Source: an optimization exercise on an open RTL-to-GDS flow (aim: small area). Production flows keep margins and buffers that such runs may drop. Only simulation tests tie the RTL to the original design; equivalence was not proved.

### run.sh
#!/bin/bash
# synth_recipe.tcl (not shown) runs the flow's synth.tcl, then flattens the netlist and writes it again
# the make line also repeats each setting of config.mk as NAME=value (left out here)
make -C /OpenROAD-flow-scripts/flow DESIGN_CONFIG=/design/flow/config.mk WORK_HOME=/design/flow/orfs CLKGATE_MAP_FILE= SYNTH_SCRIPT=/design/flow/synth_recipe.tcl finish
### config.mk
export PLATFORM = sky130hd
export DESIGN_NAME = detection_counter_keeper
export DESIGN_NICKNAME = detection_counter_keeper
export VERILOG_FILES = /design/flow/design.v
export SDC_FILE = /design/flow/constraint.sdc
export NUM_CORES = 4
export LEC_CHECK = 0
export CAP_MARGIN = 20
export CORE_MARGIN = 2
export CORE_UTILIZATION = 40
export SLEW_MARGIN = 20
### constraint.sdc
create_clock -name core_clock -period 50.0 [get_ports {in_count_increment}]
set_input_delay 10.0000 -clock core_clock [delete_from_list [all_inputs] [get_ports {in_count_increment}]]
set_output_delay 10.0000 -clock core_clock [all_outputs]
set_load 0.01 [all_outputs]
### design.v
module digit_display(number, seven_segment);
input [3:0] number;
output reg [7:0] seven_segment;
parameter ZERO = 8'b11000000, ONE = 8'b11111001, TWO = 8'b10100100 , THREE = 8'b10110000, FOUR = 8'b10011001,
FIVE = 8'b10010010, SIX = 8'b10000010, SEVEN = 8'b11111000, EIGHT = 8'b10000000, 
NINE = 8'b10010000;
always @(*) begin
  case (number)
  4'd0: begin
  seven_segment = ZERO;
  end
  4'd1: begin
  seven_segment = ONE;
  end
  4'd2: begin
  seven_segment = TWO;
  end
  4'd3: begin
  seven_segment = THREE;
  end
  4'd4: begin
  seven_segment = FOUR;
  end
  4'd5: begin
  seven_segment = FIVE;
  end
  4'd6: begin
  seven_segment = SIX;
  end
  4'd7: begin
  seven_segment = SEVEN;
  end
  4'd8: begin
  seven_segment = EIGHT;
  end
  4'd9: begin
  seven_segment = NINE;
  end
  default: begin
  seven_segment = ZERO;
  end
  endcase
end
endmodule
module detection_counter_keeper #(parameter STARTING_COUNT = 32'd0)(in_reset, in_count_increment,
displ0, displ1, displ2, displ3, displ4, displ5);
input in_reset, in_count_increment; 
output wire [7:0] displ0, displ1, displ2, displ3, displ4, displ5;
reg [3:0] dig1, dig2, dig3, dig4, dig5, dig6;
reg [31:0] counter;
always@(posedge in_count_increment or posedge in_reset) begin
    if (in_reset) begin
        counter <= STARTING_COUNT;
    end
    else begin
        counter <= ((counter + 32'd1) > 32'd999999) ? 32'd1 : counter + 32'd1;
    end
end
always@(counter) begin
    dig6 = counter / 32'd100000;
    dig5 = (counter % 32'd100000) / 32'd10000;
    dig4 = (counter % 32'd10000) / 32'd1000;
    dig3 = (counter % 32'd1000) / 32'd100;
    dig2 = (counter % 32'd100) / 32'd10;
    dig1 = (counter % 32'd10) / 32'd1;
end
digit_display d1(.number(dig1), .seven_segment(displ0));
digit_display d2(.number(dig2), .seven_segment(displ1));
digit_display d3(.number(dig3), .seven_segment(displ2));
digit_display d4(.number(dig4), .seven_segment(displ3));
digit_display d5(.number(dig5), .seven_segment(displ4));
digit_display d6(.number(dig6), .seven_segment(displ5));
endmodule    
==> impl_metrics.env, run 1 <==
export IMPL_status="timing/DRC/antenna clean"
export IMPL_grt_max_degree=63
export IMPL_clock_sinks=32
export IMPL_cap_violations=0
export IMPL_dp_slack_ns=9.27
export IMPL_io_pins=50
export IMPL_reg_top3="counter: 32 flops"
export IMPL_drc=0
export IMPL_synth_xor_area_share_pct=11.0
export IMPL_cts_tree="yes"
export IMPL_clock_path_buffers=2
export IMPL_vias_per_cell=6.57
export IMPL_synthDistinctLibCells=158
export IMPL_top_register="counter"
export IMPL_routed_wl_mm=128
export IMPL_grt_setup_unrepaired="false"
export IMPL_gr_total_overflow=0
export IMPL_hold_path_class="reg -> reg"
export IMPL_area_growth_pct=3.68
export IMPL_setup_violations=0
export IMPL_place_gp_congestion=0.953
export IMPL_insertion_delay_ns=0.29
export IMPL_crit_family="compound AO/OA/AOI/OAI gates"
export IMPL_largest_register_ffs=32
export IMPL_critPathKind="reg -> out"
export IMPL_htreeDepth=2
export IMPL_drv_slew=0
export IMPL_die_y_um=310
export IMPL_cts_setup_buffers=0
export IMPL_portBuffers=43
export IMPL_hpwl_mm=98.3
export IMPL_root_buffer="clkbuf_16"
export IMPL_fin_crit_ns=41.39
export IMPL_wl_per_cell_um=18.7
export IMPL_path_max_fanout=44
export IMPL_avgSynthCellArea_um2=6.47
export IMPL_via_count=44997
export IMPL_finalCritPeriodShare_pct=82.8
export IMPL_synth_edf_count=0
export IMPL_max_slew_margin_pct=21.9
export IMPL_cp_end_kind="output pin"
export IMPL_worst_path_buf_inv=5
export IMPL_yosysWarnings=2
export IMPL_ys_flop_type="dfrtp_1"
export IMPL_yosys_area_share_simple_pct=31.5
export IMPL_antenna_cells_inserted=0
export IMPL_rows=112
export IMPL_slowest_stage="nor3_2"
export IMPL_muxShareOfSynthArea_pct=5.26
export IMPL_synth_adder_area_share_pct=2.12
export IMPL_cts_buffers=5
export IMPL_tightest_slew_ns=1.16
export IMPL_setup_ws_ns=8.61
export IMPL_max_freq_mhz=24.2
export IMPL_grt_pass1_vias=39248
export IMPL_path_clk_slew_ns=0.06
export IMPL_synth_compound_area_share_pct=42.4
export IMPL_coreArea_um2=93000
export IMPL_dieArea_um2=96100
export IMPL_finalSetupTns_ns=0
export IMPL_critPathLaunchType="register"
export IMPL_drtPass1Iterations=6
export IMPL_holdBufCountCts=0
export IMPL_fp_dieW_um=310
export IMPL_mostFrequentLayoutCells="601 x nor2_1, 565 x nand2_1, 393 x a21oi_1, 354 x xnor2_1, 334 x o21ai_0"
export IMPL_synth_top_family_by_area="compound AO/OA/AOI/OAI gates"
export IMPL_cts_repair_resized=0
export IMPL_track_usage_pct=25.1
export IMPL_grt_pass1_wl_mm=207
export IMPL_drtIter0Drc=4771
export IMPL_synthArstFlopShare_pct=100
export IMPL_layout_drive_gt1_share_pct=7.13
export IMPL_fin_skew_ns=0.00350
export IMPL_yosysSeqAreaShare_pct=2.14
export IMPL_required_ns=40.00
export IMPL_arrival_ns=31.39
export IMPL_ant_nets=0
export IMPL_start_util_pct=40.3
export IMPL_final_common_cell="nor2_1"
export IMPL_final_nets=5623
export IMPL_syn_inst=5788
export IMPL_final_hold_viol_count=0
export IMPL_antenna_found_initial=0
export IMPL_syn_area_um2=37500
export IMPL_ys_ff_latch=32
export IMPL_slowest_delay_ns=0.93
metal layers:
layer | global-route usage [%] | share of wire, % | vias to the layer above
met3 | 1.75 | 7.2 | 180
met5 | 0 | 0 | -
met2 | 39.9 | 44 | 1811
met1 | 36.9 | 47 | 21140
li1 | - | - | 21866
met4 | 5.15 | 1.8 | 0
tightest hold or removal path, cell delays in order, from the launching register on:
cell and delay, ns:
dfrtp_1 0.44, nand3_1 0.12, xnor2_1 0.06, nor2_1 0.08
final timing paths:
path | end | start | slack, ns | cells after the start
worst min-delay path | counter[3]$_DFF_PP0_ | counter[1]$_DFF_PP0_ | 0.74 | 3
worst max-delay path | displ3[3] | counter[31]$_DFF_PP0_ | 8.61 | 84
worst max register to register | counter[0]$_DFF_PP0_ | counter[7]$_DFF_PP0_ | 45.11 | 14
worst min register to register | counter[3]$_DFF_PP0_ | counter[1]$_DFF_PP0_ | 0.74 | 3
min in group asynchronous | counter[0]$_DFF_PP0_ | in_reset | 10.13 | 3
max in group asynchronous | counter[16]$_DFF_PP0_ | in_reset | 39.49 | 3
synth_stat cells (63+ instances only):
cell | number | share of area [%]
o211ai_1 | 121 | 2.4
or3_1 | 76 | 1.3
o21ai_0 | 334 | 4.5
o31ai_1 | 63 | 1.3
xor2_1 | 94 | 2.2
nor2_1 | 601 | 6.0
inv_1 | 153 | 1.5
a211oi_1 | 88 | 1.8
a31oi_1 | 120 | 2.0
and2_1 | 102 | 1.7
o21a_1 | 83 | 1.7
nand2b_1 | 70 | 1.2
and3_1 | 79 | 1.3
xnor2_1 | 354 | 8.3
nor3_1 | 239 | 3.2
a21oi_1 | 393 | 5.2
nor4_1 | 66 | 1.1
nand3_1 | 205 | 2.7
mux2i_1 | 129 | 3.4
a21o_1 | 69 | 1.4
clkbuf_1 | 222 | 2.2
nand2_1 | 565 | 5.7
cells by family after synthesis:
logic type,count (synthesis)
multiplexers,187
flip-flops,32
buffers and inverters,502
AO/OA/AOI/OAI,2171
other,2
adder cells (fa/ha/maj),72
AND/OR/NAND/NOR,2363
XOR/XNOR,459
final cells by class:
cell class	count	area, µm²
inverters	163	612
fillers	9921	54200
multi-input cells	5270	34700
flip-flops and latches	32	805
clock inverters	3	18.8
repair buffers	121	1020
well taps	1254	1570
clock buffers	5	125
stage by stage:
| stage | instance area [µm²] | std cells | utilization, % | hold WS [ns] |
|---|---|---|---|---|
| 2_1_floorplan | 37500 | 5804 | - | 0.682 |
| 3_3_place_gp | 38700 | 6840 | 41.6 | 0.718 |
| 3_5_place_dp | 38700 | 6840 | 41.6 | 0.728 |
| 4_1_cts | 38800 | 6848 | 41.7 | 0.742 |
| 5_1_grt | 38800 | 6848 | 41.7 | 0.798 |
| 6_report | 38800 | 6848 | 41.7 | 0.739 |
==> run 2: changes to the inputs <==
==> design.v (replaced) <==
module digit_display(number, seven_segment);
parameter [111:0] SEG_TT = 112'd0;
input [3:0] number;
output wire [7:0] seven_segment;
genvar i;
generate
  for (i = 0; i < 7; i = i + 1) begin : seg
    assign seven_segment[i] = SEG_TT[16*i + number];
  end
endgenerate
assign seven_segment[7] = 1'b1;
endmodule
module detection_counter_keeper(in_reset, in_count_increment,
displ0, displ1, displ2, displ3, displ4, displ5);
input in_reset, in_count_increment;
output wire [7:0] displ0, displ1, displ2, displ3, displ4, displ5;
localparam [63:0] U_NEXT = 64'h55500fec0505ff00;
localparam [15:0] U_IS9  = 16'ha;
localparam [3:0]  U_ONE  = 4'd2;
localparam [63:0] M_TOG  = 64'h7777fac8ffffafaf;
localparam [15:0] M_IS9  = 16'hc000;
reg [3:0] dig1, dig2, dig3, dig4, dig5, dig6;
function [3:0] lut4x4;
  input [63:0] tt;
  input [3:0] s;
  integer b;
  begin
    for (b = 0; b < 4; b = b + 1) lut4x4[b] = tt[16*b + s];
  end
endfunction
wire c2 = U_IS9[dig1];
wire c3 = c2 & M_IS9[dig2];
wire c4 = c3 & M_IS9[dig3];
wire c5 = c4 & M_IS9[dig4];
wire c6 = c5 & M_IS9[dig5];
wire wrap = c6 & M_IS9[dig6];
always @(posedge in_count_increment or posedge in_reset) begin
    if (in_reset) begin
        dig1 <= 4'd0; dig2 <= 4'd0; dig3 <= 4'd0;
        dig4 <= 4'd0; dig5 <= 4'd0; dig6 <= 4'd0;
    end
    else begin
        dig1 <= lut4x4(U_NEXT, dig1) | ({4{wrap}} & U_ONE);
        dig2 <= dig2 ^ ({4{c2}} & lut4x4(M_TOG, dig2));
        dig3 <= dig3 ^ ({4{c3}} & lut4x4(M_TOG, dig3));
        dig4 <= dig4 ^ ({4{c4}} & lut4x4(M_TOG, dig4));
        dig5 <= dig5 ^ ({4{c5}} & lut4x4(M_TOG, dig5));
        dig6 <= dig6 ^ ({4{c6}} & lut4x4(M_TOG, dig6));
    end
end
digit_display #(.SEG_TT(112'h50555443f2e0f0c00c000300e0c)) d1(.number(dig1), .seven_segment(displ0));
digit_display #(.SEG_TT(112'h888b3c0ceeeeaaaa30000540aa00)) d2(.number(dig2), .seven_segment(displ1));
digit_display #(.SEG_TT(112'h888b3c0ceeeeaaaa30000540aa00)) d3(.number(dig3), .seven_segment(displ2));
digit_display #(.SEG_TT(112'h888b3c0ceeeeaaaa30000540aa00)) d4(.number(dig4), .seven_segment(displ3));
digit_display #(.SEG_TT(112'h888b3c0ceeeeaaaa30000540aa00)) d5(.number(dig5), .seven_segment(displ4));
digit_display #(.SEG_TT(112'h888b3c0ceeeeaaaa30000540aa00)) d6(.number(dig6), .seven_segment(displ5));
endmodule
--- a/config.mk
+++ b/config.mk
@@ -5,7 +5,9 @@
 export SDC_FILE = /design/flow/constraint.sdc
 export NUM_CORES = 4
 export LEC_CHECK = 0
+export ABC_AREA = 1
 export CAP_MARGIN = 20
 export CORE_MARGIN = 2
-export CORE_UTILIZATION = 40
+export CORE_UTILIZATION = 60
+export CTS_BUF_LIST = sky130_fd_sc_hd__clkbuf_16
 export SLEW_MARGIN = 20
==> run 2 against run 1 <==
Compared with the run above: synthesized area decreased by 95%; via count fell by 97%; highest routed layer unchanged; critical path type unchanged; die area is 96% lower; hold slack got worse by 0.14 ns; non-clock buffer count is 78 lower; critical path depth down 80; setup slack improved by 30 ns; fmax rose to 3.5 times the previous value; first-iteration DRC count shrank 98%; register-to-register slack better by 3.5 ns; critical endpoint is now displ3[5]; clock-buffer cell count down 2.
==> impl_metrics.env, run 2 <==
export IMPL_status="timing/DRC/antenna clean"
export IMPL_clock_sinks=24
export IMPL_fin_crit_ns=11.82
export IMPL_max_freq_mhz=84.6
export IMPL_drtIter0Drc=85
export IMPL_synth_top_family_by_area="simple AND/OR/NAND/NOR gates"
export IMPL_drtPass1Iterations=4
export IMPL_ys_flop_type="dfrtp_1"
export IMPL_drv_slew=0
export IMPL_clock_path_buffers=2
export IMPL_yosysSeqAreaShare_pct=34.1
export IMPL_setup_violations=0
export IMPL_antenna_found_initial=0
export IMPL_grt_pass1_vias=1246
export IMPL_cts_repair_resized=0
export IMPL_synth_xor_area_share_pct=4.97
export IMPL_insertion_delay_ns=0.25
export IMPL_route_met2_wl_mm=1.57
export IMPL_finalCritPeriodShare_pct=23.6
export IMPL_finalCoreUtilization_pct=79.5
export IMPL_synthArstFlopShare_pct=100
export IMPL_tightest_slew_ns=0.911
export IMPL_path_max_fanout=7
export IMPL_routed_wl_mm=3.12
export IMPL_holdBufCountCts=0
export IMPL_fp_dieW_um=58.2
export IMPL_htreeDepth=1
export IMPL_yosysTopAreaCell="dfrtp_1"
export IMPL_final_nets=282
export IMPL_ys_ff_latch=24
export IMPL_rows=19
export IMPL_max_slew_margin_pct=39.2
export IMPL_area_growth_pct=25.5
export IMPL_fillCellCount=212
export IMPL_vias_per_cell=5.03
export IMPL_final_common_cell="nand2_1"
export IMPL_gr_total_overflow=0
export IMPL_track_usage_pct=19.8
export IMPL_synth_compound_area_share_pct=9.52
export IMPL_fin_skew_ns=0.00364
export IMPL_place_gp_congestion=0.853
export IMPL_portBuffers=43
export IMPL_wl_met1_mm=1.43
export IMPL_cts_setup_buffers=0
export IMPL_synth_top_area_share_pct=34.1
export IMPL_wl_per_cell_um=10.6
export IMPL_io_pins=50
export IMPL_synth_adder_area_share_pct=10.7
export IMPL_grt_pass1_wl_mm=5.23
export IMPL_layout_drive_gt1_share_pct=4.92
export IMPL_cts_buffers=3
export IMPL_coreArea_um2=2780
export IMPL_hpwl_mm=2.38
export IMPL_mostFrequentLayoutCells="57 x nand2_1, 43 x clkdlybuf4s50_1, 41 x inv_1, 24 x dfrtp_1"
export IMPL_via_count=1483
export IMPL_muxShareOfSynthArea_pct=0
export IMPL_arrival_ns=1.82
export IMPL_cap_violations=0
export IMPL_hold_path_class="reg -> reg"
export IMPL_critPathLaunchType="register"
export IMPL_critPathKind="reg -> out"
export IMPL_cp_end_kind="output pin"
export IMPL_die_y_um=58.2
export IMPL_yosysWarnings=1
export IMPL_final_hold_viol_count=0
export IMPL_syn_area_um2=1760
export IMPL_drc=0
export IMPL_yosys_top_cells_area="dfrtp_1 34%, nand2_1 12%, ha_1 11%"
export IMPL_root_buffer="clkbuf_16"
export IMPL_highest_layer="met4"
export IMPL_dieArea_um2=3390
export IMPL_dpl_instance_area_um2=2130
export IMPL_syn_inst=227
export IMPL_finalSetupTns_ns=0
export IMPL_start_util_pct=63.3
export IMPL_required_ns=40.00
export IMPL_yosys_top_cells_count="57 x nand2_1, 41 x inv_1, 24 x dfrtp_1"
export IMPL_grt_max_degree=25
export IMPL_antenna_cells_inserted=0
export IMPL_ant_nets=0
export IMPL_yosysMostFrequentCell="nand2_1"
export IMPL_yosys_area_share_simple_pct=24.5
export IMPL_design_area_um2=2210
export IMPL_synthDistinctLibCells=29
export IMPL_avgSynthCellArea_um2=7.76
export IMPL_met3WireLength_um=115
export IMPL_grt_setup_unrepaired="false"
export IMPL_path_clk_slew_ns=0.06
export IMPL_synth_edf_count=0
export IMPL_cts_tree="yes"
run 2: cell types whose count changed after synthesis, sizes merged, moves of 221 or more:
cell    before  now
a21oi      404    3
clkbuf     224    3
nand2      566   59
nor2       605   14
nor3       250    2
o21ai      385   17
xnor2      361    0
run 2: per-stage QoR:
stage	hold WS (ns)	instances	setup WS, ns
finish	0.598	295	38.18
global route	0.628	295	38.07
CTS	0.603	295	38.18
detailed placement	0.585	291	38.45
global placement	0.580	291	38.48
floorplan	0.530	232	38.91
run 2: cell families after synthesis:
group / count (synthesis)
fa+ha+maj: 15
other cells: 1
buf+inv: 59
simple gates: 89
compound gates: 29
flops: 24
xor+xnor: 10
run 2: routing by layer:
metal	vias to the layer above	GRT usage, %
li1	762	-
met1	685	25.8
met2	34	34.6
met3	2	2.68
met4	0	4.98
met5	-	0
run 2: final timing paths:
check,start,slack [ns],cells past startpoint,end
max,dig4[1]$_DFF_PP0_,38.18,4,displ3[5]
min,dig1[3]$_DFF_PP0_,0.60,0,dig1[0]$_DFF_PP0_
max reg2reg,dig4[2]$_DFF_PP0_,48.56,6,dig6[0]$_DFF_PP0_
min reg2reg,dig1[3]$_DFF_PP0_,0.60,0,dig1[0]$_DFF_PP0_
max in group asynchronous,in_reset,39.19,2,dig5[1]$_DFF_PP0_
min in group asynchronous,in_reset,10.25,2,dig2[2]$_DFF_PP0_
run 2: layout make-up:
cell class | instances | area (µm²) | share of cell area, %
multi-input cells | 149 | 897 | 40.6
flip-flops and latches | 24 | 601 | 27.2
repair buffers | 43 | 430 | 19.5
inverters | 44 | 165 | 7.47
clock buffers | 3 | 75.1 | 3.40
well taps | 31 | 38.8 | 1.75
clock inverters | 1 | 3.75 | 0.170
run 2: critical path: stages, from the launching register on:
cell	delay, ns
dfrtp_1	0.46
inv_1	0.11
ha_1	0.29
o21ai_0	0.15
clkdlybuf4s50_1	0.55
==> run 3: changes to the inputs <==
--- a/config.mk
+++ b/config.mk
@@ -7,7 +7,9 @@
 export LEC_CHECK = 0
 export ABC_AREA = 1
 export CAP_MARGIN = 20
-export CORE_MARGIN = 2
-export CORE_UTILIZATION = 60
-export CTS_BUF_LIST = sky130_fd_sc_hd__clkbuf_16
+export CORE_AREA = 3 3 72 72
+export CTS_BUF_LIST = sky130_fd_sc_hd__clkbuf_8
+export CTS_CLUSTER_DIAMETER = 200
+export CTS_CLUSTER_SIZE = 30
+export DIE_AREA = 0 0 75 75
 export SLEW_MARGIN = 20
==> run 3 against run 2 <==
Compared with the run above: sequential cell count did not move; first-iteration DRC count decreased by 22%; synthesized area is the same; critical path depth is the same; setup slack got worse by 0.041 ns; via count shrank 3.6%; still clean on timing, DRC and antenna; highest routed layer unchanged; core utilization decreased by 30 points.
==> impl_metrics.env, run 3 <==
export IMPL_status="timing/DRC/antenna clean"
export IMPL_final_common_cell="nand2_1"
export IMPL_fin_skew_ns=0.00126
export IMPL_setup_ws_ns=38.14
export IMPL_gr_total_overflow=0
export IMPL_finalCritPeriodShare_pct=23.7
export IMPL_vias_per_cell=4.54
export IMPL_synth_top_area_share_pct=34.1
export IMPL_io_pins=50
export IMPL_yosysSeqAreaShare_pct=34.1
export IMPL_worst_path_buf_inv=2
export IMPL_syn_area_um2=1760
export IMPL_finalSetupTns_ns=0
export IMPL_layout_drive_gt1_share_pct=4.94
export IMPL_start_util_pct=39.4
export IMPL_synthArstFlopShare_pct=100
export IMPL_portBuffers=43
export IMPL_arrival_ns=1.86
export IMPL_ys_ff_latch=24
export IMPL_grt_setup_unrepaired="false"
export IMPL_grt_pass1_wl_mm=5.58
export IMPL_hold_path_class="reg -> reg"
export IMPL_path_max_fanout=6
export IMPL_final_nets=282
export IMPL_required_ns=40.00
export IMPL_fillCellCount=438
export IMPL_wl_per_cell_um=10.3
export IMPL_setup_violations=0
export IMPL_fin_crit_ns=11.86
export IMPL_max_slew_margin_pct=40.7
export IMPL_placed_cells=312
export IMPL_via_count=1430
export IMPL_grt_max_degree=25
export IMPL_slowest_stage="clkdlybuf4s50_1"
export IMPL_routed_wl_mm=3.26
export IMPL_critPathKind="reg -> out"
export IMPL_crit_family="buffers and inverters"
export IMPL_cp_end_kind="output pin"
export IMPL_path_cells="inv_1 > ha_1 > o21ai_0 > clkdlybuf4s50_1"
export IMPL_die_y_um=75
export IMPL_mostFrequentLayoutCells="57 x nand2_1, 43 x clkdlybuf4s50_1, 41 x inv_1, 24 x dfrtp_1"
export IMPL_coreArea_um2=4470
export IMPL_clock_sinks=24
export IMPL_cts_setup_buffers=0
export IMPL_synth_edf_count=0
export IMPL_track_usage_pct=12.5
export IMPL_yosysTopAreaCell="dfrtp_1"
export IMPL_holdBufCountCts=0
export IMPL_tightest_slew_ns=0.889
export IMPL_fp_dieW_um=75
export IMPL_critPathLaunchType="register"
export IMPL_grt_pass1_vias=1265
export IMPL_synthDistinctLibCells=29
export IMPL_antenna_cells_inserted=0
export IMPL_htreeDepth=1
export IMPL_syn_inst=227
export IMPL_dieArea_um2=5630
export IMPL_insertion_delay_ns=0.25
export IMPL_layout_cells_non_filler=315
export IMPL_path_clk_slew_ns=0.08
export IMPL_yosys_top_cells_count="57 x nand2_1, 41 x inv_1, 24 x dfrtp_1"
export IMPL_ys_flop_type="dfrtp_1"
export IMPL_cts_buffers=3
export IMPL_yosys_top_cells_area="dfrtp_1 34%, nand2_1 12%, ha_1 11%"
export IMPL_cts_tree="yes"
export IMPL_root_buffer="clkbuf_8"
export IMPL_avgSynthCellArea_um2=7.76
export IMPL_clock_path_buffers=2
export IMPL_yosysMostFrequentCell="nand2_1"
export IMPL_drc=0
export IMPL_yosysWarnings=1
export IMPL_drv_slew=0
export IMPL_cts_repair_resized=0
export IMPL_rows=24
export IMPL_place_gp_congestion=0.815
export IMPL_final_hold_viol_count=0
export IMPL_drtPass1Iterations=4
export IMPL_dp_slack_ns=38.45
export IMPL_max_freq_mhz=84.3
export IMPL_antenna_found_initial=0
export IMPL_drtIter0Drc=66
export IMPL_hpwl_mm=2.54
export IMPL_ant_nets=0
export IMPL_area_growth_pct=24.9
export IMPL_cap_violations=0
export IMPL_slowest_delay_ns=0.56
## run 3: changes by cell type in the layout (fill, tap and decap cells not counted)
cell,delta
clkbuf_16,-3
clkbuf_8,+3
clkinv_1,-1
## run 3: kinds of logic after synthesis
| logic type | count (synthesis) | synth area share, % |
|---|---|---|
| AOI/OAI and AO/OA | 29 | 9.52 |
| xor gates and xnor gates | 10 | 4.97 |
| adders and majority gates | 15 | 10.7 |
| buffers and inverters | 59 | 16.1 |
| DFF | 24 | 34.1 |
| other | 1 | 0.213 |
| and+or+nand+nor | 89 | 24.5 |
## run 3: worst paths after layout
check / from / to / slack (ns) / depth (start not counted)
worst min-delay path: dig1[3]$_DFF_PP0_ / dig1[0]$_DFF_PP0_ / 0.59 / 0
max in group asynchronous: in_reset / dig6[0]$_DFF_PP0_ / 39.23 / 2
worst min register to register: dig1[3]$_DFF_PP0_ / dig1[0]$_DFF_PP0_ / 0.59 / 0
worst max-delay path: dig5[1]$_DFF_PP0_ / displ4[5] / 38.14 / 4
worst max register to register: dig4[2]$_DFF_PP0_ / dig5[2]$_DFF_PP0_ / 48.54 / 8
min in group asynchronous: in_reset / dig4[2]$_DFF_PP0_ / 10.23 / 2
## run 3: metal layers
layer  global-route usage [%]  vias up  part of all wire (%)
met2                     19.9       49                    44
met4                     2.37        0                  0.52
met5                        0        -                     0
met3                     2.80        4                   6.6
met1                     17.6      618                    48
li1                         -      759                     -
## run 3: layout make-up
| class | count | area [µm²] | share of cell area, % |
|---|---|---|---|
| inverters | 44 | 165 | 7.51 |
| repair buffers | 43 | 430 | 19.6 |
| well taps | 52 | 65.1 | 2.96 |
| flip-flops and latches | 24 | 601 | 27.3 |
| multi-input cells | 149 | 897 | 40.8 |
| clock buffers | 3 | 41.3 | 1.88 |
## run 3: per-stage QoR
step	utilization (%)	hold slack, ns	instance area, µm²
after floorplan	-	0.530	1780
after global placement	48.2	0.580	2160
after detailed placement	48.2	0.579	2160
after CTS	49.2	0.590	2200
after global routing	49.2	0.611	2200
final	49.2	0.594	2200
## run 3: worst reg2reg max path: stages (launching register included)
cell     delay, ns
dfrtp_1       0.47
ha_1          0.19
nand2_1       0.06
inv_1         0.13
nand4_4       0.18
inv_1         0.16
nand2_1       0.06
nand2_1       0.06
nand2_1       0.05
==> run 4: changes to the inputs <==
--- a/design.v
+++ b/design.v
@@ -17,8 +17,8 @@
 localparam [63:0] U_NEXT = 64'h55500fec0505ff00;
 localparam [15:0] U_IS9  = 16'ha;
 localparam [3:0]  U_ONE  = 4'd2;
-localparam [63:0] M_TOG  = 64'h7777fac8ffffafaf;
-localparam [15:0] M_IS9  = 16'hc000;
+localparam [63:0] M_TOG  = 64'ha0a0c7c7aa00ffff;
+localparam [15:0] M_IS9  = 16'h8800;
 reg [3:0] dig1, dig2, dig3, dig4, dig5, dig6;
 function [3:0] lut4x4;
   input [63:0] tt;
@@ -49,9 +49,9 @@
     end
 end
 digit_display #(.SEG_TT(112'h50555443f2e0f0c00c000300e0c)) d1(.number(dig1), .seven_segment(displ0));
-digit_display #(.SEG_TT(112'h888b3c0ceeeeaaaa30000540aa00)) d2(.number(dig2), .seven_segment(displ1));
-digit_display #(.SEG_TT(112'h888b3c0ceeeeaaaa30000540aa00)) d3(.number(dig3), .seven_segment(displ2));
-digit_display #(.SEG_TT(112'h888b3c0ceeeeaaaa30000540aa00)) d4(.number(dig4), .seven_segment(displ3));
-digit_display #(.SEG_TT(112'h888b3c0ceeeeaaaa30000540aa00)) d5(.number(dig5), .seven_segment(displ4));
-digit_display #(.SEG_TT(112'h888b3c0ceeeeaaaa30000540aa00)) d6(.number(dig6), .seven_segment(displ5));
+digit_display #(.SEG_TT(112'hb333a0eaea00f01010000c0070)) d2(.number(dig2), .seven_segment(displ1));
+digit_display #(.SEG_TT(112'hb333a0eaea00f01010000c0070)) d3(.number(dig3), .seven_segment(displ2));
+digit_display #(.SEG_TT(112'hb333a0eaea00f01010000c0070)) d4(.number(dig4), .seven_segment(displ3));
+digit_display #(.SEG_TT(112'hb333a0eaea00f01010000c0070)) d5(.number(dig5), .seven_segment(displ4));
+digit_display #(.SEG_TT(112'hb333a0eaea00f01010000c0070)) d6(.number(dig6), .seven_segment(displ5));
 endmodule
==> flow/run.sh (new file) <==
#!/bin/bash
# Own layout flow: the standard ORFS flow with three changes:
#  - synthesis: Yosys's half/full adder extraction is skipped and ABC maps for
#    area without buffering/upsizing (flow/abc_area_plain.script);
#  - port buffering uses the smallest buffer (buf_1) instead of the default;
#  - CTS does not insert dummy loads.
# Each tool's output goes to its own log in this folder (and ORFS's logs).
set -euo pipefail
W=$(pwd)
F=$W/flow
export MY_ABC_SCRIPT=$F/abc_area_plain.script
export BUFFER_PORTS_ARGS="-buffer_cell sky130_fd_sc_hd__buf_1"
export CTS_ARGS="-sink_clustering_enable -repair_clock_nets -dont_use_dummy_load ${MY_CTS_EXTRA:-}"
make -C "$FLOW_HOME" DESIGN_CONFIG=$W/config.mk WORK_HOME=$W/orfs CLKGATE_MAP_FILE= \
  SYNTH_SCRIPT=$F/synth.tcl synth > $W/make_synth.log 2>&1
make -C "$FLOW_HOME" DESIGN_CONFIG=$W/config.mk WORK_HOME=$W/orfs CLKGATE_MAP_FILE= \
  SYNTH_SCRIPT=$F/synth.tcl finish > $W/make_finish.log 2>&1
R=$W/orfs/results/$FLOW_PLATFORM/detection_counter_keeper/base
: # left out here: write the final layout as DEF
==> flow/abc_area_plain.script (new file) <==
strash
dch
map -a
topo
==> flow/synth.tcl (new file) <==
# The standard flow's synthesis script (synth_recipe.tcl) with two overrides:
# extract_fa is skipped and abc gets this flow's area script.
proc synth {args} { yosys synth -nofsm -noshare {*}$args }
proc extract_fa {args} { puts "extract_fa skipped" }
proc abc {args} {
  set i [lsearch -exact $args -script]
  if { $i >= 0 } { lset args [expr {$i + 1}] $::env(MY_ABC_SCRIPT) }
  yosys abc {*}$args
}
source $::env(SCRIPTS_DIR)/synth.tcl
# left out here: clear keep_hierarchy, flatten, clean up, hide names made inside functions, write 1_2_yosys.v
==> standard.sh (new file) <==
#!/bin/bash
# synth_recipe.tcl (not shown) runs the flow's synth.tcl, then flattens the netlist and writes it again
# the make line also repeats each setting of config.mk as NAME=value (left out here)
make -C /OpenROAD-flow-scripts/flow DESIGN_CONFIG=/design/flow/config.mk WORK_HOME=/design/flow/orfs CLKGATE_MAP_FILE= SYNTH_SCRIPT=/design/flow/synth_recipe.tcl "${@:-finish}"
--- a/config.mk
+++ b/config.mk
@@ -7,9 +7,9 @@
 export LEC_CHECK = 0
 export ABC_AREA = 1
 export CAP_MARGIN = 20
-export CORE_AREA = 3 3 72 72
+export CORE_MARGIN = 2
+export CORE_UTILIZATION = 60
 export CTS_BUF_LIST = sky130_fd_sc_hd__clkbuf_8
 export CTS_CLUSTER_DIAMETER = 200
 export CTS_CLUSTER_SIZE = 30
-export DIE_AREA = 0 0 75 75
 export SLEW_MARGIN = 20
removed: run.sh
==> run 4 against run 3 <==
Compared with the run above: still clean; setup slack improved by 0.43 ns; non-clock buffer count stayed put; die area down 55%; sequential cell count stayed put; clock-buffer cell count is the same; first-iteration DRC count decreased by 82%; core utilization rose by 25 points; global-route usage is 8.3 points higher; synthesized area fell by 27%.
==> impl_metrics.env, run 4 <==
export IMPL_fp_dieW_um=50.4
export IMPL_holdBufCountCts=0
export IMPL_yosys_top_cells_count="25 x clkinv_1, 24 x dfrtp_1, 22 x nor2_1"
export IMPL_coreArea_um2=2000
export IMPL_portBuffers=43
export IMPL_synth_top_area_share_pct=46.4
export IMPL_cp_end_kind="output pin"
export IMPL_setup_violations=0
export IMPL_grt_setup_unrepaired="false"
export IMPL_critPathKind="reg -> out"
export IMPL_min_from="dig1[3]$_DFF_PP0_"
export IMPL_max_freq_mhz=87.5
export IMPL_start_util_pct=64.6
export IMPL_fin_crit_ns=11.43
export IMPL_wl_per_cell_um=10.5
export IMPL_drtIter0Drc=12
export IMPL_drv_slew=0
export IMPL_grt_pass1_wl_mm=4.12
export IMPL_hpwl_mm=1.87
export IMPL_ys_ff_latch=24
export IMPL_tightest_slew_ns=0.848
export IMPL_cap_violations=0
export IMPL_whs_path_depth=0
export IMPL_syn_inst=162
export IMPL_finalCritPeriodShare_pct=22.9
export IMPL_synthDistinctLibCells=15
export IMPL_yosysMostFrequentCell="clkinv_1"
export IMPL_routed_wl_mm=2.45
export IMPL_layout_drive_gt1_share_pct=1.45
export IMPL_finalCoreUtilization_pct=74.2
export IMPL_gr_total_overflow=0
export IMPL_rows=16
export IMPL_regArea_um2=601
export IMPL_design_area_um2=1490
export IMPL_clock_path_buffers=2
export IMPL_fin_skew_ns=0.00249
export IMPL_path_cells="clkinv_1 > nor2_1 > clkinv_1 > o22ai_1 > buf_1"
export IMPL_reg2regPathDepth=12
export IMPL_ant_nets=0
export IMPL_avgSynthCellArea_um2=7.99
export IMPL_area_growth_pct=14.8
export IMPL_syn_area_um2=1290
export IMPL_track_usage_pct=20.8
export IMPL_drtPass1Iterations=2
export IMPL_antenna_cells_inserted=0
export IMPL_yosysSeqAreaShare_pct=46.4
export IMPL_required_ns=40.00
export IMPL_die_y_um=50.4
export IMPL_slowest_stage="dfrtp_1"
export IMPL_clock_sinks=24
export IMPL_grt_pass1_vias=976
export IMPL_yosys_top_cells_area="dfrtp_1 46%, xor2_1 7.4%, nor3_1 7.4%"
export IMPL_reg2reg_from="dig1[2]$_DFF_PP0_"
export IMPL_root_buffer="clkbuf_4"
export IMPL_mostFrequentLayoutCells="43 x buf_1, 25 x clkinv_1, 24 x dfrtp_1, 22 x nor2_1, 19 x nor3_1"
export IMPL_slowest_delay_ns=0.38
export IMPL_dieArea_um2=2540
export IMPL_hold_path_class="reg -> reg"
export IMPL_drc=0
export IMPL_r2r_end="dig6[1]$_DFF_PP0_"
export IMPL_cts_tree="yes"
export IMPL_final_nets=211
export IMPL_finalSetupTns_ns=0
export IMPL_status="timing/DRC/antenna clean"
export IMPL_cts_setup_buffers=0
export IMPL_yosysTopAreaCell="dfrtp_1"
export IMPL_ys_flop_type="dfrtp_1"
export IMPL_cts_buffers=3
export IMPL_antenna_found_initial=0
export IMPL_vias_per_cell=5.09
export IMPL_via_count=1191
export IMPL_cpMostUsedCell="clkinv_1"
export IMPL_io_pins=50
export IMPL_insertion_delay_ns=0.31
export IMPL_final_hold_viol_count=0
export IMPL_grt_max_degree=25
export IMPL_cts_repair_resized=0
export IMPL_dpl_instance_area_um2=1460
export IMPL_place_gp_congestion=0.786
export IMPL_reg2reg_slack_ns=47.40
export IMPL_final_common_cell="buf_1"
export IMPL_synthArstFlopShare_pct=100
export IMPL_hold_end="dig1[0]$_DFF_PP0_"
export IMPL_htreeDepth=1
export IMPL_max_slew_margin_pct=43.1
export IMPL_yosysWarnings=1
export IMPL_path_max_fanout=6
export IMPL_multi_input_comb_area_um2=573
export IMPL_critPathLaunchType="register"
export IMPL_arrival_ns=1.43
export IMPL_synth_edf_count=0
export IMPL_fillCellCount=187
export IMPL_path_clk_slew_ns=0.12
run 4: cell count changes after synthesis, moves of 7 or more:
cell / delta
nor2_1: +12
nand2_1: -43
ha_1: -15
a21oi_1: +7
inv_1: -41
clkinv_1: +24
nor3_1: +17
run 4: worst max path at each step:
| stage | start | to | slack (ns) | depth (start not counted) |
|---|---|---|---|---|
| 6_report | dig4[2]$_DFF_PP0_ | displ3[6] | 38.57 | 5 |
| 4_1_cts | dig4[2]$_DFF_PP0_ | displ3[6] | 38.58 | 5 |
| 3_5_place_dp | dig4[2]$_DFF_PP0_ | displ3[6] | 38.94 | 5 |
| 3_3_place_gp | dig4[2]$_DFF_PP0_ | displ3[6] | 39.01 | 5 |
| 5_1_grt | dig4[2]$_DFF_PP0_ | displ3[5] | 38.43 | 5 |
| 2_1_floorplan | dig4[2]$_DFF_PP0_ | displ3[5] | 38.95 | 4 |
run 4: per-layer routing:
metal  part of all wire (%)  GRT usage, %  up-vias
met5                      0             0        -
met4                    1.4          6.31        0
met3                    4.6          3.57        4
met2                     47          36.2       33
met1                     47          26.5      531
li1                       -             -      623
run 4: critical path, delay by kind of cell (launching register included):
family / cells / cell delay [ns]
buffers and inverters: 3 / 0.45
DFF: 1 / 0.38
and+or+nand+nor: 1 / 0.17
AOI/OAI and AO/OA: 1 / 0.13
run 4: logic make-up after synthesis:
family | count (synthesis) | synth area share [%]
flip-flops | 24 | 46.4
XOR/XNOR | 12 | 8.12
AND/OR/NAND/NOR | 59 | 19.3
AO/OA/AOI/OAI | 35 | 15.1
buffers and inverters | 31 | 10.7
other | 1 | 0.290
run 4: final cells by class:
class / instances / share of cell area, %
Clock buffer: 3 / 1.52
Inverter: 25 / 6.32
Multi-Input combinational cell: 112 / 38.6
Sequential cell: 24 / 40.4
Tap cell: 27 / 2.27
Timing Repair Buffer: 43 / 10.9
run 4: per-stage QoR:
step / worst slack (ns) / instances / hold slack, ns
global route: 38.43 / 234 / 0.568
global placement: 39.01 / 231 / 0.525
CTS: 38.58 / 234 / 0.541
finish: 38.57 / 234 / 0.539
detailed placement: 38.94 / 231 / 0.522
floorplan: 38.95 / 167 / 0.480
==> run 5: changes to the inputs <==
--- a/flow/run.sh
+++ b/flow/run.sh
@@ -10,7 +10,7 @@
 F=$W/flow
 export MY_ABC_SCRIPT=$F/abc_area_plain.script
 export BUFFER_PORTS_ARGS="-buffer_cell sky130_fd_sc_hd__buf_1"
-export CTS_ARGS="-sink_clustering_enable -repair_clock_nets -dont_use_dummy_load ${MY_CTS_EXTRA:-}"
+export CTS_ARGS="-dont_use_dummy_load -buf_list sky130_fd_sc_hd__clkbuf_16 -root_buf sky130_fd_sc_hd__clkbuf_16 -repair_clock_nets"
 make -C "$FLOW_HOME" DESIGN_CONFIG=$W/config.mk WORK_HOME=$W/orfs CLKGATE_MAP_FILE= \
   SYNTH_SCRIPT=$F/synth.tcl synth > $W/make_synth.log 2>&1
 make -C "$FLOW_HOME" DESIGN_CONFIG=$W/config.mk WORK_HOME=$W/orfs CLKGATE_MAP_FILE= \
--- a/config.mk
+++ b/config.mk
@@ -7,9 +7,6 @@
 export LEC_CHECK = 0
 export ABC_AREA = 1
 export CAP_MARGIN = 20
-export CORE_MARGIN = 2
-export CORE_UTILIZATION = 60
-export CTS_BUF_LIST = sky130_fd_sc_hd__clkbuf_8
-export CTS_CLUSTER_DIAMETER = 200
-export CTS_CLUSTER_SIZE = 30
+export CORE_AREA = 3 3 72 72
+export DIE_AREA = 0 0 75 75
 export SLEW_MARGIN = 20
==> run 5 against run 4 <==
Compared with the run above: register-to-register slack worse by 0.06 ns; setup slack better by 0.090 ns; critical path type unchanged; cell count up 11%; hold slack worse by 0.0038 ns; routed wire length up 9.9%; core utilization down 39 points; via count down 0.84%; global-route usage down 11 points.
==> impl_metrics.env, run 5 <==
export IMPL_wl_per_cell_um=10.4
export IMPL_reg2reg_from="dig1[2]$_DFF_PP0_"
export IMPL_path_clk_slew_ns=0.06
export IMPL_vias_per_cell=4.56
export IMPL_tightest_slew_ns=0.873
export IMPL_drtPass1Iterations=4
export IMPL_coreArea_um2=4470
export IMPL_startpoint="dig4[2]$_DFF_PP0_"
export IMPL_area_growth_pct=21.3
export IMPL_dieArea_um2=5630
export IMPL_rows=24
export IMPL_yosys_top_cells_count="25 x clkinv_1, 24 x dfrtp_1, 22 x nor2_1"
export IMPL_critPathLaunchType="register"
export IMPL_place_gp_congestion=0.765
export IMPL_synthArstFlopShare_pct=100
export IMPL_yosysMostFrequentCell="clkinv_1"
export IMPL_mostFrequentLayoutCells="43 x buf_1, 25 x clkinv_1, 24 x dfrtp_1, 22 x nor2_1, 19 x nor3_1"
export IMPL_fp_dieW_um=75
export IMPL_final_common_cell="buf_1"
export IMPL_dp_slack_ns=38.92
export IMPL_cts_buffers=3
export IMPL_grt_setup_unrepaired="false"
export IMPL_antenna_cells_inserted=0
export IMPL_reg2regPathDepth=12
export IMPL_root_buffer="clkbuf_16"
export IMPL_layout_drive_gt1_share_pct=1.45
export IMPL_cap_violations=0
export IMPL_max_slew_margin_pct=41.4
export IMPL_grt_pass1_wl_mm=4.37
export IMPL_yosysWarnings=1
export IMPL_htreeDepth=1
export IMPL_holdBufCountCts=0
export IMPL_track_usage_pct=9.81
export IMPL_required_ns=40.00
export IMPL_yosysTopAreaCell="dfrtp_1"
export IMPL_status="timing/DRC/antenna clean"
export IMPL_drc=0
export IMPL_antenna_found_initial=0
export IMPL_cts_tree="yes"
export IMPL_r2r_end="dig6[1]$_DFF_PP0_"
export IMPL_syn_area_um2=1290
export IMPL_clock_sinks=24
export IMPL_ys_ff_latch=24
export IMPL_ys_flop_type="dfrtp_1"
export IMPL_setup_ws_ns=38.66
export IMPL_critical_path_endpoint="displ3[6]"
export IMPL_path_max_fanout=6
export IMPL_critPathKind="reg -> out"
export IMPL_hpwl_mm=2.07
export IMPL_drv_slew=0
export IMPL_setup_violations=0
export IMPL_yosys_top_cells_area="dfrtp_1 46%, xor2_1 7.4%, nor3_1 7.4%"
export IMPL_arrival_ns=1.34
export IMPL_grt_max_degree=25
export IMPL_die_y_um=75
export IMPL_max_freq_mhz=88.2
export IMPL_clock_path_buffers=2
export IMPL_synthDistinctLibCells=15
export IMPL_routed_wl_mm=2.70
export IMPL_grt_pass1_vias=949
export IMPL_yosysSeqAreaShare_pct=46.4
export IMPL_synth_edf_count=0
export IMPL_syn_inst=162
export IMPL_finalSetupTns_ns=0
export IMPL_final_hold_viol_count=0
export IMPL_cp_end_kind="output pin"
export IMPL_fin_crit_ns=11.34
export IMPL_cts_repair_resized=0
export IMPL_fin_skew_ns=0.00811
export IMPL_reg2reg_slack_ns=47.34
export IMPL_finalCritPeriodShare_pct=22.7
export IMPL_hold_path_class="reg -> reg"
export IMPL_avgSynthCellArea_um2=7.99
export IMPL_insertion_delay_ns=0.25
export IMPL_drtIter0Drc=34
export IMPL_io_pins=50
export IMPL_ant_nets=0
export IMPL_portBuffers=43
export IMPL_synth_top_area_share_pct=46.4
export IMPL_start_util_pct=28.9
export IMPL_cts_setup_buffers=0
export IMPL_gr_total_overflow=0
export IMPL_final_nets=211
export IMPL_via_count=1181
## run 5: worst min-delay path by stage
stage	start	end	slack, ns	cells past startpoint
6_report	dig1[0]$_DFF_PP0_	dig1[3]$_DFF_PP0_	0.54	1
3_3_place_gp	dig1[3]$_DFF_PP0_	dig1[0]$_DFF_PP0_	0.53	0
2_1_floorplan	dig1[3]$_DFF_PP0_	dig1[0]$_DFF_PP0_	0.48	0
5_1_grt	dig4[1]$_DFF_PP0_	dig4[1]$_DFF_PP0_	0.57	1
4_1_cts	dig1[3]$_DFF_PP0_	dig1[0]$_DFF_PP0_	0.54	0
3_5_place_dp	dig1[3]$_DFF_PP0_	dig1[0]$_DFF_PP0_	0.53	0
## run 5: layer usage
| layer | vias to the layer above | GRT usage (%) | routed length (µm) |
|---|---|---|---|
| met5 | - | 0 | 0 |
| met4 | 0 | 1.19 | 11 |
| met3 | 2 | 3.20 | 194 |
| met2 | 45 | 14.2 | 1150 |
| met1 | 510 | 14.6 | 1340 |
| li1 | 624 | - | - |
## run 5: area by class of cell
| class | instances | area (µm²) |
|---|---|---|
| inverter | 25 | 93.8 |
| clock buffer | 3 | 75.1 |
| sequential | 24 | 601 |
| timing repair buffer | 43 | 161 |
| fill | 487 | 2910 |
| tap | 52 | 65.1 |
| multi-input combinational | 112 | 573 |
## run 5: kinds of logic after synthesis
| kind of cell | count (synthesis) | share of synthesized area, % |
|---|---|---|
| buffers and inverters | 31 | 10.7 |
| DFF | 24 | 46.4 |
| xor gates and xnor gates | 12 | 8.12 |
| other | 1 | 0.290 |
| and+or+nand+nor | 59 | 19.3 |
| AOI/OAI and AO/OA | 35 | 15.1 |
## run 5: worst max-delay path, cell delays in order (launching register included)
cell and delay [ns]:
dfrtp_1 0.34, clkinv_1 0.14, nor2_1 0.16, clkinv_1 0.14, o22ai_1 0.13, buf_1 0.17
## run 5: through the flow
step / util (%) / cell area (µm²) / std cells / hold WS [ns]
floorplan: - / 1310 / 167 / 0.480
global placement: 33.4 / 1490 / 256 / 0.532
detailed placement: 33.4 / 1490 / 256 / 0.528
CTS: 35.1 / 1570 / 259 / 0.537
global route: 35.1 / 1570 / 259 / 0.565
finish: 35.1 / 1570 / 259 / 0.535
==> run 6: changes to the inputs <==
--- a/flow/run.sh
+++ b/flow/run.sh
@@ -10,7 +10,7 @@
 F=$W/flow
 export MY_ABC_SCRIPT=$F/abc_area_plain.script
 export BUFFER_PORTS_ARGS="-buffer_cell sky130_fd_sc_hd__buf_1"
-export CTS_ARGS="-dont_use_dummy_load -buf_list sky130_fd_sc_hd__clkbuf_16 -root_buf sky130_fd_sc_hd__clkbuf_16 -repair_clock_nets"
+export CTS_ARGS="-sink_clustering_enable -sink_clustering_size 30 -sink_clustering_max_diameter 200 -dont_use_dummy_load -buf_list sky130_fd_sc_hd__clkbuf_8 -root_buf sky130_fd_sc_hd__clkbuf_8 -repair_clock_nets"
 make -C "$FLOW_HOME" DESIGN_CONFIG=$W/config.mk WORK_HOME=$W/orfs CLKGATE_MAP_FILE= \
   SYNTH_SCRIPT=$F/synth.tcl synth > $W/make_synth.log 2>&1
 make -C "$FLOW_HOME" DESIGN_CONFIG=$W/config.mk WORK_HOME=$W/orfs CLKGATE_MAP_FILE= \
==> run 6 against run 5 <==
Compared with the run above: fmax fell by 0.11%; first-iteration DRC count increased by 2.9%; critical path depth unchanged; clock skew increased by 0.0023 ns; synthesized area is the same; register-to-register slack barely moved; sequential cell count did not move.
==> impl_metrics.env, run 6 <==
export IMPL_critPathLaunchType="register"
export IMPL_final_common_cell="buf_1"
export IMPL_cp_end_kind="output pin"
export IMPL_tightest_slew_ns=0.870
export IMPL_max_slew_margin_pct=41.6
export IMPL_insertion_delay_ns=0.26
export IMPL_clock_sinks=24
export IMPL_final_nets=211
export IMPL_layout_drive_gt1_share_pct=1.45
export IMPL_fin_crit_ns=11.35
export IMPL_crit_family="buffers and inverters"
export IMPL_status="timing/DRC/antenna clean"
export IMPL_setup_violations=0
export IMPL_synth_edf_count=0
export IMPL_synth_top_area_share_pct=46.4
export IMPL_grt_pass1_wl_mm=4.37
export IMPL_path_clk_slew_ns=0.09
export IMPL_place_gp_congestion=0.765
export IMPL_synthDistinctLibCells=15
export IMPL_avgSynthCellArea_um2=7.99
export IMPL_yosys_top_cells_count="25 x clkinv_1, 24 x dfrtp_1, 22 x nor2_1"
export IMPL_grt_max_degree=25
export IMPL_finalCritPeriodShare_pct=22.7
export IMPL_whs_path_depth=1
export IMPL_wl_per_cell_um=10.3
export IMPL_syn_inst=162
export IMPL_coreArea_um2=4470
export IMPL_drv_slew=0
export IMPL_critPathKind="reg -> out"
export IMPL_yosysTopAreaCell="dfrtp_1"
export IMPL_placed_cells=256
export IMPL_track_usage_pct=9.78
export IMPL_cpMostUsedCell="clkinv_1"
export IMPL_regArea_um2=601
export IMPL_cts_tree="yes"
export IMPL_gr_total_overflow=0
export IMPL_dp_slack_ns=38.92
export IMPL_layout_cells_non_filler=259
export IMPL_die_y_um=75
export IMPL_ys_ff_latch=24
export IMPL_cts_setup_buffers=0
export IMPL_yosysMostFrequentCell="clkinv_1"
export IMPL_cap_violations=0
export IMPL_ant_nets=0
export IMPL_design_area_um2=1540
export IMPL_reg2regPathDepth=12
export IMPL_drtPass1Iterations=4
export IMPL_antenna_cells_inserted=0
export IMPL_yosys_top_cells_area="dfrtp_1 46%, xor2_1 7.4%, nor3_1 7.4%"
export IMPL_drc=0
export IMPL_cts_repair_resized=0
export IMPL_area_growth_pct=18.7
export IMPL_setup_ws_ns=38.65
export IMPL_slowest_delay_ns=0.35
export IMPL_slowest_stage="dfrtp_1"
export IMPL_hold_path_class="reg -> reg"
export IMPL_path_cells="clkinv_1 > nor2_1 > clkinv_1 > o22ai_1 > buf_1"
export IMPL_arrival_ns=1.35
export IMPL_clock_path_buffers=2
export IMPL_final_hold_viol_count=0
export IMPL_fillCellCount=488
export IMPL_fin_skew_ns=0.0104
export IMPL_required_ns=40.00
export IMPL_start_util_pct=28.9
export IMPL_rows=24
export IMPL_yosysWarnings=1
export IMPL_via_count=1188
export IMPL_holdBufCountCts=0
export IMPL_yosysSeqAreaShare_pct=46.4
export IMPL_portBuffers=43
export IMPL_dpl_instance_area_um2=1490
export IMPL_path_max_fanout=6
export IMPL_fp_dieW_um=75
export IMPL_dieArea_um2=5630
export IMPL_drtIter0Drc=35
export IMPL_root_buffer="clkbuf_8"
export IMPL_finalSetupTns_ns=0
export IMPL_io_pins=50
export IMPL_mostFrequentLayoutCells="43 x buf_1, 25 x clkinv_1, 24 x dfrtp_1, 22 x nor2_1, 19 x nor3_1"
export IMPL_hpwl_mm=2.07
export IMPL_multi_input_comb_area_um2=573
export IMPL_routed_wl_mm=2.68
export IMPL_syn_area_um2=1290
export IMPL_grt_pass1_vias=943
export IMPL_worst_path_buf_inv=3
export IMPL_grt_setup_unrepaired="false"
export IMPL_synthArstFlopShare_pct=100
export IMPL_worst_hold_slack_ns=0.537
export IMPL_vias_per_cell=4.59
export IMPL_antenna_found_initial=0
export IMPL_cp_depth=5
export IMPL_cts_buffers=3
export IMPL_ys_flop_type="dfrtp_1"
export IMPL_max_freq_mhz=88.1
export IMPL_htreeDepth=1
[run 6: changes by cell type in the layout (fill, tap and decap cells not counted)]
cell and delta:
clkbuf_16 -3, clkbuf_8 +3
[run 6: worst reg2reg max path: stages, from the launching register on]
cell and delay (ns):
dfrtp_1 0.47, clkinv_1 0.11, nand2_1 0.07, nor2_1 0.24
nand3_1 0.18, nor2_1 0.24, nand3_1 0.24, clkinv_1 0.11
nand3_1 0.21, clkinv_1 0.12, nand3_1 0.16, nor3_1 0.28
xor2_1 0.17
[run 6: logic make-up after synthesis]
group | after synthesis | synth area share (%)
xor gates and xnor gates | 12 | 8.12
AOI/OAI and AO/OA | 35 | 15.1
other | 1 | 0.290
buffers and inverters | 31 | 10.7
DFF | 24 | 46.4
and+or+nand+nor | 59 | 19.3
[run 6: path summary, 6_finish.rpt]
path,startpoint,endpoint,slack [ns]
max,dig4[2]$_DFF_PP0_,displ3[6],38.65
min,dig1[0]$_DFF_PP0_,dig1[3]$_DFF_PP0_,0.54
max reg2reg,dig1[2]$_DFF_PP0_,dig6[1]$_DFF_PP0_,47.34
min reg2reg,dig1[0]$_DFF_PP0_,dig1[3]$_DFF_PP0_,0.54
max in group asynchronous,in_reset,dig4[1]$_DFF_PP0_,39.81
min in group asynchronous,in_reset,dig1[3]$_DFF_PP0_,9.78
[run 6: stage by stage]
step | util (%)
after floorplan | -
after global placement | 33.4
after detailed placement | 33.4
after CTS | 34.3
after global routing | 34.3
final | 34.3
[run 6: per-layer routing]
layer  GRT usage [%]  share of wire (%)
met2            13.9                 42
met5               0                  0
met1            14.8                 50
met3            3.20                7.2
met4            1.19               0.41
[run 6: layout make-up]
| cell class | instances | area share [%] |
|---|---|---|
| timing repair buffer | 43 | 10.5 |
| inverter | 25 | 6.11 |
| tap | 52 | 4.24 |
| clock buffer | 3 | 2.69 |
| multi-input combinational | 112 | 37.3 |
| sequential | 24 | 39.1 |
==> run 7: changes to the inputs <==
--- a/flow/run.sh
+++ b/flow/run.sh
@@ -10,7 +10,7 @@
 F=$W/flow
 export MY_ABC_SCRIPT=$F/abc_area_plain.script
 export BUFFER_PORTS_ARGS="-buffer_cell sky130_fd_sc_hd__buf_1"
-export CTS_ARGS="-sink_clustering_enable -sink_clustering_size 30 -sink_clustering_max_diameter 200 -dont_use_dummy_load -buf_list sky130_fd_sc_hd__clkbuf_8 -root_buf sky130_fd_sc_hd__clkbuf_8 -repair_clock_nets"
+export CTS_ARGS="-sink_clustering_enable -sink_clustering_size 30 -sink_clustering_max_diameter 500 -sink_clustering_levels 1 -dont_use_dummy_load -buf_list sky130_fd_sc_hd__clkbuf_8 -root_buf sky130_fd_sc_hd__clkbuf_8 -repair_clock_nets"
 make -C "$FLOW_HOME" DESIGN_CONFIG=$W/config.mk WORK_HOME=$W/orfs CLKGATE_MAP_FILE= \
   SYNTH_SCRIPT=$F/synth.tcl synth > $W/make_synth.log 2>&1
 make -C "$FLOW_HOME" DESIGN_CONFIG=$W/config.mk WORK_HOME=$W/orfs CLKGATE_MAP_FILE= \
==> run 7 against run 6 <==
Compared with the run above: global-route usage is the same; clock skew is the same; sequential cell count is the same; fmax is the same.
==> impl_metrics.env, run 7 <==
export IMPL_drv_slew=0
export IMPL_portBuffers=43
export IMPL_cap_violations=0
export IMPL_drtIter0Drc=35
export IMPL_r2r_end="dig6[1]$_DFF_PP0_"
export IMPL_synth_edf_count=0
export IMPL_status="timing/DRC/antenna clean"
export IMPL_cts_tree="yes"
export IMPL_clock_path_buffers=2
export IMPL_syn_area_um2=1290
export IMPL_reg2reg_slack_ns=47.34
export IMPL_max_slew_margin_pct=41.6
export IMPL_track_usage_pct=9.78
export IMPL_cts_buffers=3
export IMPL_yosysSeqAreaShare_pct=46.4
export IMPL_area_growth_pct=18.7
export IMPL_yosysMostFrequentCell="clkinv_1"
export IMPL_htreeDepth=1
export IMPL_dieArea_um2=5630
export IMPL_whs_path_depth=1
export IMPL_grt_pass1_vias=943
export IMPL_required_ns=40.00
export IMPL_coreArea_um2=4470
export IMPL_grt_max_degree=25
export IMPL_min_from="dig1[0]$_DFF_PP0_"
export IMPL_vias_per_cell=4.59
export IMPL_ys_flop_type="dfrtp_1"
export IMPL_clock_sinks=24
export IMPL_finalCritPeriodShare_pct=22.7
export IMPL_fin_skew_ns=0.0104
export IMPL_via_count=1188
export IMPL_yosys_top_cells_area="dfrtp_1 46%, xor2_1 7.4%, nor3_1 7.4%"
export IMPL_arrival_ns=1.35
export IMPL_drc=0
export IMPL_hold_end="dig1[3]$_DFF_PP0_"
export IMPL_placed_cells=256
export IMPL_cts_setup_buffers=0
export IMPL_rows=24
export IMPL_final_common_cell="buf_1"
export IMPL_tightest_slew_ns=0.870
export IMPL_cp_end_kind="output pin"
export IMPL_grt_pass1_wl_mm=4.37
export IMPL_syn_inst=162
export IMPL_hpwl_mm=2.07
export IMPL_final_hold_viol_count=0
export IMPL_place_gp_congestion=0.765
export IMPL_avgSynthCellArea_um2=7.99
export IMPL_critPathKind="reg -> out"
export IMPL_ant_nets=0
export IMPL_path_clk_slew_ns=0.09
export IMPL_die_y_um=75
export IMPL_layout_cells_non_filler=259
export IMPL_drtPass1Iterations=4
export IMPL_setup_violations=0
export IMPL_ys_ff_latch=24
export IMPL_yosysTopAreaCell="dfrtp_1"
export IMPL_fin_crit_ns=11.35
export IMPL_yosysWarnings=1
export IMPL_antenna_cells_inserted=0
export IMPL_routed_wl_mm=2.68
export IMPL_layout_drive_gt1_share_pct=1.45
export IMPL_yosys_top_cells_count="25 x clkinv_1, 24 x dfrtp_1, 22 x nor2_1"
export IMPL_io_pins=50
export IMPL_cts_repair_resized=0
export IMPL_holdBufCountCts=0
export IMPL_insertion_delay_ns=0.26
export IMPL_antenna_found_initial=0
export IMPL_start_util_pct=28.9
export IMPL_synth_top_area_share_pct=46.4
export IMPL_grt_setup_unrepaired="false"
export IMPL_final_nets=211
export IMPL_synthArstFlopShare_pct=100
export IMPL_path_max_fanout=6
export IMPL_max_freq_mhz=88.1
export IMPL_gr_total_overflow=0
export IMPL_synthDistinctLibCells=15
export IMPL_fp_dieW_um=75
export IMPL_finalSetupTns_ns=0
export IMPL_wl_per_cell_um=10.3
export IMPL_reg2regPathDepth=12
export IMPL_mostFrequentLayoutCells="43 x buf_1, 25 x clkinv_1, 24 x dfrtp_1, 22 x nor2_1, 19 x nor3_1"
export IMPL_critPathLaunchType="register"
export IMPL_hold_path_class="reg -> reg"
export IMPL_root_buffer="clkbuf_8"
export IMPL_reg2reg_from="dig1[2]$_DFF_PP0_"
## run 7: layout make-up
class / instances / area (µm²)
Fill cell: 488 / 2940
Sequential cell: 24 / 601
Multi-Input combinational cell: 112 / 573
Timing Repair Buffer: 43 / 161
Inverter: 25 / 93.8
Tap cell: 52 / 65.1
Clock buffer: 3 / 41.3
## run 7: kinds of logic after synthesis
kind of cell           after synthesis  share of synthesized area, %
XOR/XNOR                            12                          8.12
other                                1                         0.290
flip-flops                          24                          46.4
buffers and inverters               31                          10.7
AO/OA/AOI/OAI                       35                          15.1
AND/OR/NAND/NOR                     59                          19.3
## run 7: how the worst max path moves through the flow
stage                            from   endpoint  slack (ns)  cells past startpoint
global route        dig4[2]$_DFF_PP0_  displ3[5]       38.48                      5
CTS                 dig4[2]$_DFF_PP0_  displ3[5]       38.63                      5
finish              dig4[2]$_DFF_PP0_  displ3[6]       38.65                      5
global placement    dig4[2]$_DFF_PP0_  displ3[6]       38.94                      5
detailed placement  dig4[2]$_DFF_PP0_  displ3[5]       38.92                      5
floorplan           dig4[2]$_DFF_PP0_  displ3[5]       38.95                      4
## run 7: metal layers
layer	global-route usage (%)	vias up	wire length, µm
met5	0	-	0
met4	1.19	0	11
met3	3.20	2	193
met2	13.9	47	1140
met1	14.8	518	1340
li1	-	621	-
## run 7: critical path, stage by stage, from the launching register on
cell,delay (ns)
dfrtp_1,0.35
clkinv_1,0.14
nor2_1,0.16
clkinv_1,0.14
o22ai_1,0.13
buf_1,0.17
## run 7: stage by stage
step	area (µm²)	hold slack, ns	util (%)	setup WS, ns
after floorplan	1310	0.480	-	38.95
after global placement	1490	0.532	33.4	38.94
after detailed placement	1490	0.528	33.4	38.92
after CTS	1540	0.541	34.3	38.63
after global routing	1540	0.569	34.3	38.48
final	1540	0.537	34.3	38.65

static timing again, ports no longer ideal:
No port has a modelled driver above. Below, the same layouts with a new extraction and two added sets of constraints. Step 1, drivers: a clkbuf_16 drives in_count_increment and a buf_2 each remaining input, both assumed. Step 2 moves the port delays by t, midway between the first and last clock arrival at a register: inputs arrive t later, outputs are due t later. That takes back most of the time a late clock gives input paths. a / b / c = no drivers / after step 1 / after step 2; a / b = the first two.
| run | t (ns) | setup WS [ns] | worst register clock-pin slew, ns |
|---|---|---|---|
| run 1 | 0.329 | 8.615 / 8.575 / 8.903 | 0.06 / 0.06 |
| run 2 | 0.280 | 38.185 / 38.157 / 38.436 | 0.06 / 0.06 |
| run 3 | 0.279 | 38.144 / 38.119 / 38.398 | 0.08 / 0.08 |
| run 4 | 0.325 | 38.571 / 38.552 / 38.876 | 0.12 / 0.12 |
| run 5 | 0.276 | 38.661 / 38.633 / 38.909 | 0.06 / 0.06 |
| run 6 | 0.279 | 38.648 / 38.625 / 38.904 | 0.09 / 0.09 |
| run 7 | 0.279 | 38.648 / 38.625 / 38.904 | 0.09 / 0.09 |
After both steps every run listed still meets setup and hold.
